This is an optimization exercise on Yosys and OpenROAD, whose aim is small area, not a production implementation. Where RTL was checked, it was by simulation tests only, not by an equivalence proof against the original. The flow treats the clock pin as an ideal source, which a real chip does not have. No activity file was given, so power comes from the tool's default toggle rates.

==> flow/design.v (excerpt) <==
module t1b_ultrasonic(
    input clk_50M, reset, echo_rx,
    output reg trig,
    output op,
    output wire [15:0] distance_out
);
localparam [8:0] R0 = 9'b100000100, R242 = 9'b100001100;
wire rwrap, r204, r241;
reg        started;          
reg        meas;             
reg [10:0] q;
reg [8:0]  rs;                 
wire [8:0] r = rs ^ R0;
reg [8:0]  dreg;
wire [8:0] RNEXT = {r[7:0], ~(r[8] ^ r[4])};
assign rwrap = ((r ^ 9'b011101100) & 9'b011111101) == 9'd0;    
assign r204  = ((r ^ 9'b111010001) & 9'b110100111) == 9'd0;    
assign r241  = ((r ^ 9'b110000110) & 9'b111100011) == 9'd0;    
wire qa    = &q[10:4];
wire ew    = qa & q[3] & q[1] & ~q[0];                             
wire rclr  = load | rwrap;
wire cq    = (rwrap & ~ew) | (qa & q[3] & ~q[1] & q[0] & r204);   
wire mwrap = meas & ~q[10] & q[8] & q[7] & q[5] & q[4] & q[3] & q[2] & r241;  
wire load  = echo_rx & (ew | mwrap);
always @(*)
    trig = started & qa & ((q[3] & ~q[1]) | (~q[3] & q[2] & q[1] & q[0] & rwrap));
assign distance_out = {{7{&dreg[8:6]}}, dreg};
assign op = (dreg <= 9'd70);
always @(posedge clk_50M or negedge reset) begin
    if (!reset) begin
        started <= 1'b0;
        dreg    <= 9'd0;
    end else begin
        started <= 1'b1;
        if (started & meas & ~echo_rx)
            dreg <= q[8:0];
    end
end
wire setq = load | ~started;
wire [8:0] rs_next = (rclr ? R0 : RNEXT) ^ R0;
always @(posedge clk_50M) begin
    meas <= started & echo_rx & (meas | ew);
    rs   <= ~started ? (R242 ^ R0) : rs_next;
    q    <= ((q + {10'd0, cq}) | {11{setq}}) & {7'h7f, started, 3'b111};
end
endmodule
Size: roughly 140 cells after synthesis, ~31 flip-flops, roughly 0.0014 mm² of cells after synthesis.
==> module t1b_ultrasonic, before the edit <==
module t1b_ultrasonic(
    input clk_50M, reset, echo_rx,
    output reg trig,
    output op,
    output wire [15:0] distance_out
);
localparam [8:0] R0 = 9'b100000100, R242 = 9'b100001100;
wire rwrap, r204, r241;
reg        started;          
reg        meas;             
reg [10:0] q;
reg [8:0]  rs;                 
wire [8:0] r = rs ^ R0;
reg [8:0]  dreg;
wire [8:0] RNEXT = {r[7:0], ~(r[8] ^ r[4])};
assign rwrap = ((r ^ 9'b011101100) & 9'b011111101) == 9'd0;    
assign r204  = ((r ^ 9'b111010001) & 9'b110100111) == 9'd0;    
assign r241  = ((r ^ 9'b110000110) & 9'b111100011) == 9'd0;    
wire qa    = &q[10:4];
wire ew    = qa & q[3] & q[1] & ~q[0];                             
wire rclr  = load | rwrap;
wire cq    = (rwrap & ~ew) | (qa & q[3] & ~q[1] & q[0] & r204);   
wire mwrap = meas & ~q[10] & q[8] & q[7] & q[5] & q[4] & q[3] & q[2] & r241;  
wire load  = echo_rx & (ew | mwrap);
always @(*)
    trig = started & qa & ((q[3] & ~q[1]) | (~q[3] & q[2] & q[1] & q[0] & rwrap));
assign distance_out = {{7{&dreg[8:6]}}, dreg};
assign op = (dreg <= 9'd70);
always @(posedge clk_50M or negedge reset) begin
    if (!reset) begin
        started <= 1'b0;
        dreg    <= 9'd0;
    end else begin
        started <= 1'b1;
        if (started & meas & ~echo_rx)
            dreg <= q[8:0];
    end
end
wire setq = load | ~started;
wire [8:0] rs_next = (rclr ? R0 : RNEXT) ^ R0;
always @(posedge clk_50M) begin
    meas <= started & echo_rx & (meas | ew);
    rs   <= ~started ? (R242 ^ R0) : rs_next;
    q    <= ((q + {10'd0, cq}) | {11{setq}}) & {7'h7f, started, 3'b111};
end
endmodule
Settings: LEC_CHECK=0, CAP_MARGIN=20, CORE_MARGIN=2, CORE_UTILIZATION=40, GPL_TIMING_DRIVEN=0, SLEW_MARGIN=20, POST_FLOORPLAN_TCL=/design/flow/flow/rmp.tcl, BUFFER_PORTS_ARGS=-buffer_cell sky130_fd_sc_hd__buf_1, PRE_CTS_TCL=/design/flow/flow/clkbuf.tcl, CTS_ARGS=-clk_nets clk_50M, CLKBUF_CELL=sky130_fd_sc_hd__clkbuf_8, CLKBUF_N=2, CLKROOT_CELL=sky130_fd_sc_hd__clkbuf_1; clock period 20.0 ns.
standard.sh (not shown) runs the stock make flow with config.mk's settings and CLKGATE_MAP_FILE= SYNTH_SCRIPT=/design/flow/synth_recipe.tcl, a recipe that flattens the netlist after the stock synthesis.
==> flow/flow/run.sh <==
#!/bin/bash
# Standard ORFS flow (the standard.sh, standard synthesis unchanged) with
# three layout settings changed:
#  - after floorplan, the combinational logic is re-mapped for area with
#    OpenROAD's restructure (flow/rmp.tcl, with the platform's don't-use
#    cells filtered out of its liberty by flow/libfilter.py); registers are
#    left as synthesized,
#  - port buffers use the smallest buffer (buf_1) instead of clkdlybuf4s50_1,
#  - the clock tree is one root buffer and CLKBUF_N leaf buffers
#    (flow/clkbuf.tcl) instead of TritonCTS's H-tree.
# Every tool's output goes to the ORFS logs; make's output to standard.log.
set -euo pipefail
here=$(pwd)
cat >> config.mk <<EOC
export POST_FLOORPLAN_TCL = $here/flow/rmp.tcl
export BUFFER_PORTS_ARGS = -buffer_cell sky130_fd_sc_hd__buf_1
export PRE_CTS_TCL = $here/flow/clkbuf.tcl
export CTS_ARGS = -clk_nets clk_50M
export CLKBUF_CELL = sky130_fd_sc_hd__clkbuf_8
export CLKBUF_N = 2
export CLKROOT_CELL = sky130_fd_sc_hd__clkbuf_1
EOC
bash standard.sh > standard.log 2>&1
Other scripts of this flow, unchanged in this note and not shown: flow/flow/clkbuf.tcl, flow/flow/libfilter.py, flow/flow/rmp.tcl
Edit:
==> flow/design.v (replaced) <==
module t1b_ultrasonic(
    input clk_50M, reset, echo_rx,
    output reg trig,
    output op,
    output wire [15:0] distance_out
);
localparam [8:0] R0 = 9'b000010000, R241 = 9'b011001111;
wire rwrap, r204, r241;
reg        meas;             
localparam [10:0] QP = 11'b11111110111;
localparam [8:0]  RP = 9'b011001111;
reg [10:0] qs;
reg [8:0]  rs;
wire [10:0] q = qs ^ QP;
wire [8:0]  r = rs ^ RP;
reg [8:0]  dreg;
wire [8:0] RNEXT = {r[7:0], ~(r[8] ^ r[4])};
assign rwrap = ((r ^ 9'b110001010) & 9'b001111101) == 9'd0;    
assign r204  = ((r ^ 9'b010011011) & 9'b110110100) == 9'd0;    
assign r241  = ((r ^ 9'b011001111) & 9'b100110111) == 9'd0;    
wire qa    = &q[10:4];
wire ew    = qa & q[3] & q[1] & ~q[0];                             
wire rclr  = load | rwrap;
wire cq    = (rwrap & ~ew) | (qa & q[3] & ~q[1] & q[0] & r204);   
wire mwrap = meas & ~q[10] & q[8] & q[7] & q[5] & q[4] & q[3] & q[2] & r241;  
wire load  = echo_rx & (ew | mwrap);
always @(*)
    trig = qa & ((q[3] & ~q[1]) | (~q[3] & q[2] & q[1] & q[0] & rwrap));
assign distance_out = {{7{&dreg[8:6]}}, dreg};
assign op = (dreg <= 9'd70);
always @(posedge clk_50M or negedge reset) begin
    if (!reset) begin
        meas <= 1'b0;
        qs   <= 11'd2039 ^ QP;
        rs   <= R241 ^ RP;
        dreg <= 9'd0;
    end else begin
        meas <= echo_rx & (meas | ew);
        if (meas & ~echo_rx)
            dreg <= q[8:0];
        rs <= (rclr ? R0 : RNEXT) ^ RP;
        qs <= (load ? 11'h7ff : q + {10'd0, cq}) ^ QP;
    end
end
endmodule
Outcome: Combinational power drops by 93%. Total power drops by 30%. Flip-flop and latch count drops by 1. First-iteration DRC count climbs by 21%. Utilization climbs by 2.5 points. Worst setup slack gets worse by 0.24 ns. Design area climbs by 5.5%.
No run of this note included a check of the RTL's function; only the layout flow was run.

---

t1b_ultrasonic, a different RTL version from the one above (not shown whole).
Size in the first run: roughly 130 cells after synthesis, ~31 flip-flops, about 21 I/O pins.
==> module t1b_ultrasonic, before the edit <==
module t1b_ultrasonic(
    input clk_50M, reset, echo_rx,
    output reg trig,
    output op,
    output wire [15:0] distance_out
);
localparam [8:0] R0 = 9'b011101001, R242 = 9'b011100001;
wire rwrap, r204, r241;
reg        started;          
reg        meas;             
reg [10:0] q;
reg [8:0]  rs;                 
wire [8:0] r = rs ^ R0;
reg [8:0]  dreg;
wire [8:0] RNEXT = {r[7:0], ~(r[8] ^ r[3])};
assign rwrap = ((r ^ 9'b111010110) & 9'b101110111) == 9'd0;    
assign r204  = ((r ^ 9'b011111001) & 9'b000111111) == 9'd0;    
assign r241  = ((r ^ 9'b001110000) & 9'b111111000) == 9'd0;    
wire qa    = &q[10:4];
wire ew    = qa & q[3] & q[1] & ~q[0];                             
wire rclr  = load | rwrap;
wire cq    = (rwrap & ~ew) | (qa & q[3] & ~q[1] & q[0] & r204);   
wire mwrap = meas & ~q[10] & q[8] & q[7] & q[5] & q[4] & q[3] & q[2] & r241;  
wire load  = echo_rx & (ew | mwrap);
always @(*)
    trig = started & qa & ((q[3] & ~q[1]) | (~q[3] & q[2] & q[1] & q[0] & rwrap));
assign distance_out = {{7{&dreg[8:6]}}, dreg};
assign op = (dreg <= 9'd70);
always @(posedge clk_50M or negedge reset) begin
    if (!reset) begin
        started <= 1'b0;
        dreg    <= 9'd0;
    end else begin
        started <= reset;     
        if (started & meas & ~echo_rx)
            dreg <= q[8:0];
    end
end
wire setq = load | ~started;
wire [8:0] rs_next = (rclr ? R0 : RNEXT) ^ R0;
always @(posedge clk_50M) begin
    meas <= started & echo_rx & (meas | ew);
    rs   <= ~started ? (R242 ^ R0) : rs_next;
    q    <= ((q + {10'd0, cq}) | {11{setq}}) & {7'h7f, started, 3'b111};
end
endmodule
==> flow/config.mk <==
export PLATFORM = sky130hd
export DESIGN_NAME = t1b_ultrasonic
export DESIGN_NICKNAME = t1b_ultrasonic
export VERILOG_FILES = /design/flow/design.v
export SDC_FILE = /design/flow/constraint.sdc
export NUM_CORES = 4
export LEC_CHECK = 0
export CAP_MARGIN = 20
export CORE_MARGIN = 2
export CORE_UTILIZATION = 40
export GPL_TIMING_DRIVEN = 0
export SLEW_MARGIN = 20
export POST_FLOORPLAN_TCL = /design/flow/flow/rmp.tcl
export BUFFER_PORTS_ARGS = -buffer_cell sky130_fd_sc_hd__buf_1
export PRE_CTS_TCL = /design/flow/flow/clkbuf.tcl
export CTS_ARGS = -clk_nets clk_50M
export CLKBUF_CELL = sky130_fd_sc_hd__clkbuf_8
export CLKBUF_N = 2
export CLKROOT_CELL = sky130_fd_sc_hd__clkbuf_1
==> flow/constraint.sdc <==
create_clock -name core_clock -period 20.0 [get_ports {clk_50M}]
set_input_delay 4.0000 -clock core_clock [delete_from_list [all_inputs] [get_ports {clk_50M}]]
set_output_delay 4.0000 -clock core_clock [all_outputs]
set_load 0.01 [all_outputs]
==> flow/flow/run.sh <==
#!/bin/bash
# Standard ORFS flow (the standard.sh, standard synthesis unchanged) with
# three layout changes:
#  - after floorplan, the combinational logic is re-mapped for area with
#    OpenROAD's restructure (flow/rmp.tcl, with the platform's don't-use
#    cells filtered out of its liberty by flow/libfilter.py); registers are
#    left as synthesized. The re-mapped netlist is checked against the
#    synthesized one (flow/eqcheck.sh, Yosys equivalence with registers paired
#    by name); if the check fails, floorplan is redone without restructure,
#  - port buffers use the smallest buffer (buf_1) instead of clkdlybuf4s50_1,
#  - the clock tree is one root buffer and CLKBUF_N leaf buffers
#    (flow/clkbuf.tcl) instead of TritonCTS's H-tree.
# Each tool's output goes to the ORFS logs, make's output to standard*.log,
# the equivalence check's to eqcheck*.log.
set -euo pipefail
here=$(pwd)
cat >> config.mk <<EOC
export POST_FLOORPLAN_TCL = $here/flow/rmp.tcl
export BUFFER_PORTS_ARGS = -buffer_cell sky130_fd_sc_hd__buf_1
export PRE_CTS_TCL = $here/flow/clkbuf.tcl
export CTS_ARGS = -clk_nets clk_50M
export CLKBUF_CELL = sky130_fd_sc_hd__clkbuf_8
export CLKBUF_N = 2
export CLKROOT_CELL = sky130_fd_sc_hd__clkbuf_1
EOC
res=$here/orfs/results/$FLOW_PLATFORM/t1b_ultrasonic/base
bash standard.sh floorplan > standard_floorplan.log 2>&1
printf 'read_db %s\nwrite_verilog %s\n' $res/2_1_floorplan.odb $here/floorplan_netlist.v > write_fp_netlist.tcl
openroad -no_init -exit write_fp_netlist.tcl > write_fp_netlist.log 2>&1
if bash flow/eqcheck.sh $res/1_2_yosys.v $here/floorplan_netlist.v eqcheck.log; then
  echo "restructured netlist proven equivalent" > eqcheck_result.txt
else
  echo "restructured netlist NOT proven equivalent; floorplan redone without restructure" > eqcheck_result.txt
  rm -f $res/2_*
  RMP_SKIP=1 bash standard.sh floorplan > standard_floorplan_norestructure.log 2>&1
fi
bash standard.sh > standard.log 2>&1
Other scripts of this flow, unchanged in this note and not shown: flow/flow/clkbuf.tcl, flow/flow/eqcheck.sh, flow/flow/libfilter.py, flow/flow/rmp.tcl
Next try:
--- a/flow/design.v
+++ b/flow/design.v
@@ -2,22 +2,22 @@
     input clk_50M, reset, echo_rx,
     output reg trig,
     output op,
     output wire [15:0] distance_out
 );
-localparam [8:0] R0 = 9'b011101001, R242 = 9'b011100001;
+localparam [8:0] R0 = 9'b000111010, R242 = 9'b000111000;
 wire rwrap, r204, r241;
 reg        started;          
 reg        meas;             
 reg [10:0] q;
 reg [8:0]  rs;                 
 wire [8:0] r = rs ^ R0;
 reg [8:0]  dreg;
 wire [8:0] RNEXT = {r[7:0], ~(r[8] ^ r[3])};
-assign rwrap = ((r ^ 9'b111010110) & 9'b101110111) == 9'd0;    
-assign r204  = ((r ^ 9'b011111001) & 9'b000111111) == 9'd0;    
-assign r241  = ((r ^ 9'b001110000) & 9'b111111000) == 9'd0;    
+assign rwrap = ((r ^ 9'b001110101) & 9'b101011111) == 9'd0;    
+assign r204  = ((r ^ 9'b010111110) & 9'b110001111) == 9'd0;    
+assign r241  = ((r ^ 9'b000011100) & 9'b001111110) == 9'd0;    
 wire qa    = &q[10:4];
 wire ew    = qa & q[3] & q[1] & ~q[0];                             
 wire rclr  = load | rwrap;
 wire cq    = (rwrap & ~ew) | (qa & q[3] & ~q[1] & q[0] & r204);   
 wire mwrap = meas & ~q[10] & q[8] & q[7] & q[5] & q[4] & q[3] & q[2] & r241;  
The new run completed with no timing, DRC or antenna violations.
Global-route usage fell by 0.80 points.
Utilization fell by 0.11 points.
Power is about the same.
Cell area stays flat.
Final cell count rose by 0.51%.
The RTL of the first run of this note was laid out without a check of its function.

---

t1b_ultrasonic, a different RTL version from the one above (not shown whole).
Size in the first run: ~130 cells after synthesis, ~31 flip-flops, ~21 I/O pins.
Design t1b_ultrasonic, start of the top module:
module t1b_ultrasonic(
    input clk_50M, reset, echo_rx,
    output reg trig,
    output op,
    output wire [15:0] distance_out
);
==> module t1b_ultrasonic, before the edit <==
module t1b_ultrasonic(
    input clk_50M, reset, echo_rx,
    output reg trig,
    output op,
    output wire [15:0] distance_out
);
localparam [8:0] R0 = 9'b000111010, R242 = 9'b000111000;
wire rwrap, r204, r241;
reg        started;          
reg        meas;             
reg [10:0] q;
reg [8:0]  rs;                 
wire [8:0] r = rs ^ R0;
reg [8:0]  dreg;
wire [8:0] RNEXT = {r[7:0], ~(r[8] ^ r[3])};
assign rwrap = ((r ^ 9'b001110101) & 9'b101011111) == 9'd0;    
assign r204  = ((r ^ 9'b010111110) & 9'b110001111) == 9'd0;    
assign r241  = ((r ^ 9'b000011100) & 9'b001111110) == 9'd0;    
wire qa    = &q[10:4];
wire ew    = qa & q[3] & q[1] & ~q[0];                             
wire rclr  = load | rwrap;
wire cq    = (rwrap & ~ew) | (qa & q[3] & ~q[1] & q[0] & r204);   
wire mwrap = meas & ~q[10] & q[8] & q[7] & q[5] & q[4] & q[3] & q[2] & r241;  
wire load  = echo_rx & (ew | mwrap);
always @(*)
    trig = started & qa & ((q[3] & ~q[1]) | (~q[3] & q[2] & q[1] & q[0] & rwrap));
assign distance_out = {{7{&dreg[8:6]}}, dreg};
assign op = (dreg <= 9'd70);
always @(posedge clk_50M or negedge reset) begin
    if (!reset) begin
        started <= 1'b0;
        dreg    <= 9'd0;
    end else begin
        started <= 1'b1;
        if (started & meas & ~echo_rx)
            dreg <= q[8:0];
    end
end
wire setq = load | ~started;
wire [8:0] rs_next = (rclr ? R0 : RNEXT) ^ R0;
always @(posedge clk_50M) begin
    meas <= started & echo_rx & (meas | ew);
    rs   <= ~started ? (R242 ^ R0) : rs_next;
    q    <= ((q + {10'd0, cq}) | {11{setq}}) & {7'h7f, started, 3'b111};
end
endmodule
clock: 20.0 ns
lec_check: 0
cap_margin: 20
core_margin: 2
core_utilization: 40
gpl_timing_driven: 0
slew_margin: 20
post_floorplan_tcl: /design/flow/flow/rmp.tcl
buffer_ports_args: -buffer_cell sky130_fd_sc_hd__buf_1
pre_cts_tcl: /design/flow/flow/clkbuf.tcl
cts_args: -clk_nets clk_50M
clkbuf_cell: sky130_fd_sc_hd__clkbuf_8
clkbuf_n: 2
clkroot_cell: sky130_fd_sc_hd__clkbuf_1
==> flow/flow/run.sh <==
#!/bin/bash
# Standard ORFS flow (the standard.sh, standard synthesis unchanged) with
# three layout settings changed:
#  - after floorplan, the combinational logic is re-mapped for area with
#    OpenROAD's restructure (flow/rmp.tcl, with the platform's don't-use
#    cells filtered out of its liberty by flow/libfilter.py); registers are
#    left as synthesized,
#  - port buffers use the smallest buffer (buf_1) instead of clkdlybuf4s50_1,
#  - the clock tree is one root buffer and CLKBUF_N leaf buffers
#    (flow/clkbuf.tcl) instead of TritonCTS's H-tree.
# Every tool's output goes to the ORFS logs; make's output to standard.log.
set -euo pipefail
here=$(pwd)
cat >> config.mk <<EOC
export POST_FLOORPLAN_TCL = $here/flow/rmp.tcl
export BUFFER_PORTS_ARGS = -buffer_cell sky130_fd_sc_hd__buf_1
export PRE_CTS_TCL = $here/flow/clkbuf.tcl
export CTS_ARGS = -clk_nets clk_50M
export CLKBUF_CELL = sky130_fd_sc_hd__clkbuf_8
export CLKBUF_N = 2
export CLKROOT_CELL = sky130_fd_sc_hd__clkbuf_1
EOC
bash standard.sh > standard.log 2>&1
Other scripts of this flow, unchanged in this note and not shown: flow/flow/clkbuf.tcl, flow/flow/libfilter.py, flow/flow/rmp.tcl
Edit:
--- a/flow/design.v
+++ b/flow/design.v
@@ -1,24 +1,24 @@
 module t1b_ultrasonic(
     input clk_50M, reset, echo_rx,
     output reg trig,
     output op,
     output wire [15:0] distance_out
 );
-localparam [8:0] R0 = 9'b000111010, R242 = 9'b000111000;
+localparam [8:0] R0 = 9'b000010000, R242 = 9'b110011111;
 wire rwrap, r204, r241;
 reg        started;          
 reg        meas;             
 reg [10:0] q;
 reg [8:0]  rs;                 
 wire [8:0] r = rs ^ R0;
 reg [8:0]  dreg;
-wire [8:0] RNEXT = {r[7:0], ~(r[8] ^ r[3])};
-assign rwrap = ((r ^ 9'b001110101) & 9'b101011111) == 9'd0;    
-assign r204  = ((r ^ 9'b010111110) & 9'b110001111) == 9'd0;    
-assign r241  = ((r ^ 9'b000011100) & 9'b001111110) == 9'd0;    
+wire [8:0] RNEXT = {r[7:0], ~(r[8] ^ r[4])};
+assign rwrap = ((r ^ 9'b110001010) & 9'b001111101) == 9'd0;    
+assign r204  = ((r ^ 9'b010011011) & 9'b110110100) == 9'd0;    
+assign r241  = ((r ^ 9'b011001111) & 9'b100110111) == 9'd0;    
 wire qa    = &q[10:4];
 wire ew    = qa & q[3] & q[1] & ~q[0];                             
 wire rclr  = load | rwrap;
 wire cq    = (rwrap & ~ew) | (qa & q[3] & ~q[1] & q[0] & r204);   
 wire mwrap = meas & ~q[10] & q[8] & q[7] & q[5] & q[4] & q[3] & q[2] & r241;  
 wire load  = echo_rx & (ew | mwrap);
Via count increases by 3.8%.
Sequential share of layout area goes down by 0.97 points.
Hold slack improved by 0.0059 ns.
Register-to-register slack improves by 0.72 ns.
Final area is higher by 2.0%.
Function was not checked in any run of this note: the RTL went through the layout flow alone.

## separate check: timing with driven ports
No port has a modelled driver above. Below, the same layouts with a new extraction and two added sets of constraints. Step 1 sets driving cells, clkbuf_16 on the clock port and buf_2 on the other inputs (assumed; they add their load-dependent delay and slew). Step 2 moves the port delays by t, midway between the first and last clock arrival at a register: inputs arrive t later, outputs are due t later. That takes back most of the time a late clock gives input paths. a / b / c = no drivers / after step 1 / after step 2; a / b = the first two.
run | shift t [ns] | setup slack, ns | worst register clock-pin slew, ns
the first run of note 1 | 0.362 | 13.291 / 13.269 / 13.632 | 0.10 / 0.10
the second run of note 1 | 0.366 | 13.052 / 13.030 / 13.396 | 0.09 / 0.09
the first run of note 2 | 0.377 | 13.911 / 13.887 / 14.264 | 0.09 / 0.09
the second run of note 2 | 0.377 | 13.032 / 13.006 / 13.383 | 0.09 / 0.09
the first run of note 3 | 0.381 | 13.119 / 13.096 / 13.477 | 0.09 / 0.09
the second run of note 3 | 0.374 | 13.347 / 13.326 / 13.700 | 0.09 / 0.09
After both steps setup and hold are still met in every run listed.
